What follows belongs to an exercise in optimizing a design on an open flow for small area; a production flow would make more cautious choices. In this exercise RTL edits were held to simulation tests only and were not proved equivalent to the original. Power figures rest on the tool's default switching activity, not on a simulated workload.

## VERILOGStart04
module VERILOGStart04(clk, rst, buttonWaitingIN, buttonLeftIN, buttonRightIN, buttonSelectionIN, led1, led5, en);
Size: ~430 cells after synthesis, about 97 flip-flops.
Settings: LEC_CHECK=0, ABC_AREA=1, CAP_MARGIN=20, CORE_MARGIN=2, CORE_UTILIZATION=40, CTS_BUF_LIST=sky130_fd_sc_hd__clkbuf_8, SLEW_MARGIN=20; clock period 20.0 ns.
standard.sh (not shown) runs the stock make flow with config.mk's settings and CLKGATE_MAP_FILE= SYNTH_SCRIPT=/design/flow/synth_recipe.tcl, a recipe that flattens the netlist after the stock synthesis.
==> flow/flow/run.sh <==
#!/bin/bash
# Standard ORFS layout with three changes:
#  - synthesis maps the logic with an area-oriented ABC script (flow/abc.script) in place of
#    ORFS's abc_area.script; the rest of synthesis (synth_recipe.tcl) is unchanged, so the
#    registers are the standard synthesis's;
#  - the port buffers use the smallest buffer cell;
#  - clock tree synthesis uses clkbuf_8 and adds no dummy loads.
set -euo pipefail
here=$(pwd)
rm -rf "$here/scripts_abc"
cp -r "$FLOW_HOME/scripts" "$here/scripts_abc"
cp "$here/flow/abc.script" "$here/scripts_abc/abc_area.script"
bash standard.sh SCRIPTS_DIR="$here/scripts_abc" synth > "$here/synth.log" 2>&1
export BUFFER_PORTS_ARGS="-buffer_cell sky130_fd_sc_hd__buf_1"
export CTS_ARGS="-sink_clustering_enable -repair_clock_nets -buf_list sky130_fd_sc_hd__clkbuf_8 -dont_use_dummy_load -sink_clustering_size 24 -sink_clustering_max_diameter 200"
bash standard.sh finish > "$here/layout.log" 2>&1
==> flow/flow/abc.script <==
strash
&get -n
&deepsyn -I 20 -J 10
&dch -f
&nf -R 1000 -E 100
&put
topo
==> next run, changes <==
--- a/flow/flow/run.sh
+++ b/flow/flow/run.sh
@@ -15 +15 @@
-export CTS_ARGS="-sink_clustering_enable -repair_clock_nets -buf_list sky130_fd_sc_hd__clkbuf_8 -dont_use_dummy_load -sink_clustering_size 24 -sink_clustering_max_diameter 200"
+export CTS_ARGS="-sink_clustering_enable -repair_clock_nets -buf_list sky130_fd_sc_hd__clkbuf_8 -dont_use_dummy_load -sink_clustering_size 16"
The changed run completed without violations.
Setup slack stays the same.
Cell area stays the same.
Total power is unchanged.
Utilization is unchanged.
Global-route usage is unchanged.
==> next run, changes <==
--- a/flow/flow/run.sh
+++ b/flow/flow/run.sh
@@ -15 +15 @@
-export CTS_ARGS="-sink_clustering_enable -repair_clock_nets -buf_list sky130_fd_sc_hd__clkbuf_8 -dont_use_dummy_load -sink_clustering_size 16"
+export CTS_ARGS="-sink_clustering_enable -repair_clock_nets -buf_list sky130_fd_sc_hd__clkbuf_8 -dont_use_dummy_load"
Cell count stays the same.
Sequential share of layout area does not change.
Total power stays the same.
Routed wire length stays the same.
Utilization stays the same.
==> next run, changes <==
--- a/flow/flow/run.sh
+++ b/flow/flow/run.sh
@@ -15 +15 @@
-export CTS_ARGS="-sink_clustering_enable -repair_clock_nets -buf_list sky130_fd_sc_hd__clkbuf_8 -dont_use_dummy_load"
+export CTS_ARGS="-sink_clustering_enable -repair_clock_nets -buf_list sky130_fd_sc_hd__clkbuf_8 -dont_use_dummy_load -sink_clustering_size 32 -sink_clustering_max_diameter 200"
Area after synthesis does not change; count of clock-buffer cells in the layout does not change; flip-flop and latch count stays the same; clock power hardly moves.

* * *

Setup of run M:
Another version of the RTL of VERILOGStart04 (not shown whole).
Size: ~410 cells after synthesis, roughly 97 flip-flops, ~21 I/O pins, ~3700 sq um of cells after synthesis.
clock: 20.0 ns
lec_check: 0
abc_area: 1
cap_margin: 20
core_margin: 2
core_utilization: 40
cts_buf_list: sky130_fd_sc_hd__clkbuf_8
slew_margin: 20
==> flow/flow/run.sh <==
#!/bin/bash
# Standard ORFS layout with three changes:
#  - synthesis maps the logic with an area-oriented ABC script (flow/abc.script) in place of
#    ORFS's abc_area.script; the rest of synthesis (synth_recipe.tcl) is unchanged, so the
#    registers are the standard synthesis's;
#  - the port buffers use the smallest buffer cell;
#  - clock tree synthesis uses clkbuf_8 and adds no dummy loads.
set -euo pipefail
here=$(pwd)
rm -rf "$here/scripts_abc"
cp -r "$FLOW_HOME/scripts" "$here/scripts_abc"
cp "$here/flow/abc.script" "$here/scripts_abc/abc_area.script"
bash standard.sh SCRIPTS_DIR="$here/scripts_abc" synth > "$here/synth.log" 2>&1
export BUFFER_PORTS_ARGS="-buffer_cell sky130_fd_sc_hd__buf_1"
export CTS_ARGS="-sink_clustering_enable -repair_clock_nets -buf_list sky130_fd_sc_hd__clkbuf_8 -dont_use_dummy_load"
bash standard.sh finish > "$here/layout.log" 2>&1
==> flow/flow/abc.script <==
strash
&get -n
&deepsyn -I 40 -J 20
&dch -f
&nf -R 1000 -E 100 -p -F 10 -A 10 -C 32
&put
topo
Run M | stages: all done | timing, DRC, antenna: all pass
Relative to run M, the following input files were edited for run B:
==> flow/flow/abc.script <==
strash
&get -n
&deepsyn -I 20 -J 10
&dch -f
&nf -R 1000 -E 100
&put
topo
==> run summary <==
Run B ends up with a clock skew after layout that is 0.011 ns lower than in run M. Die area | run B > run M. [compare] base=run M new=run B: logic depth of the worst path, buffers included has decreased, met2 usage in global routing has decreased, met3 routed wirelength has increased, final critical delay including setup and external delays has decreased.

* * *

Setup of rev 12:
Starting RTL as in the previous note.
clock: 20.0 ns
lec_check: 0
abc_area: 1
cap_margin: 20
core_margin: 2
core_utilization: 40
cts_buf_list: sky130_fd_sc_hd__clkbuf_8
slew_margin: 20
==> flow/flow/abc.script <==
strash
&get -n
&deepsyn -I 80 -J 40
&dch -f
&nf -R 1000 -E 100 -p -F 10 -A 10 -C 32
&put
topo
Scripts as last shown in full above: flow/flow/run.sh
Rev 12: done, clean on timing, DRC and antenna
For rev 13, these inputs were changed with respect to rev 12:
diff --git a/flow/flow/run.sh b/flow/flow/run.sh
--- a/flow/flow/run.sh
+++ b/flow/flow/run.sh
@@ -14,3 +14,3 @@
 export BUFFER_PORTS_ARGS="-buffer_cell sky130_fd_sc_hd__buf_1"
-export CTS_ARGS="-sink_clustering_enable -repair_clock_nets -buf_list sky130_fd_sc_hd__clkbuf_8 -dont_use_dummy_load"
+export CTS_ARGS="-sink_clustering_enable -repair_clock_nets -buf_list sky130_fd_sc_hd__clkbuf_16 -dont_use_dummy_load"
 bash standard.sh finish > "$here/layout.log" 2>&1
==> flow/flow/abc.script <==
strash
&get -n
&deepsyn -I 20 -J 10
&dch -f
&nf -R 1000 -E 100
&put
topo
Findings:
On non-clock buffering overhead in the final layout, rev 13 and rev 12 are basically level.
Combinational gate power: lower on rev 12
Cmp rev 13 and rev 12 / global routing usage on met3 / higher: rev 13
Re worst hold path depth: no difference whatsoever between rev 12 and rev 13.
Changes observed in rev 13 relative to rev 12: fraction of the yosys area taken by sequential cells fell 0.99 points; share of the clock period used by the worst path after layout fell 1.5 points.
Delta (rev 13 minus rev 12): largest fanout on the critical path went up, power in sequential cells barely changed.

afterwards: timing with drivers on the ports:
How much do the figures lean on ideal ports? The routed layouts below were timed once more, with nothing changed but the port constraints.
Step 1, drivers: a clkbuf_16 drives clk and a buf_2 each remaining input, both assumed.
Step 2 times the ports against the registers' clock, not the clock port: input delays grow and output delays shrink by t, the midpoint of the rising clock arrivals with the driver on.
Three values: ideal ports, drivers, drivers and shift; two values: the first two.
| run | t, ns | setup slack, ns | worst hold slack (ns) | worst setup path after step 2 | clock arrival spread, ns |
|---|---|---|---|---|---|
| the first run of note 1 | 0.385 | 13.661 / 13.629 / 14.014 | 0.415 / 0.415 / 0.415 | register to output | 0.028 / 0.028 |
| the second run of note 1 | 0.385 | 13.661 / 13.629 / 14.014 | 0.415 / 0.415 / 0.415 | register to output | 0.028 / 0.028 |
| the third run of note 1 | 0.385 | 13.661 / 13.629 / 14.014 | 0.415 / 0.415 / 0.415 | register to output | 0.028 / 0.028 |
| the fourth run of note 1 | 0.385 | 13.661 / 13.629 / 14.014 | 0.415 / 0.415 / 0.415 | register to output | 0.028 / 0.028 |
| run M | 0.378 | 13.142 / 13.110 / 13.487 | 0.410 / 0.410 / 0.410 | register to output | 0.031 / 0.031 |
| run B | 0.374 | 13.664 / 13.634 / 14.009 | 0.417 / 0.417 / 0.417 | register to output | 0.018 / 0.017 |
| rev 12 | 0.376 | 13.395 / 13.362 / 13.738 | 0.416 / 0.416 / 0.416 | register to output | 0.025 / 0.026 |
| rev 13 | 0.361 | 13.700 / 13.666 / 14.027 | 0.412 / 0.412 / 0.412 | register to output | 0.010 / 0.010 |
After both steps every run listed still meets setup and hold.
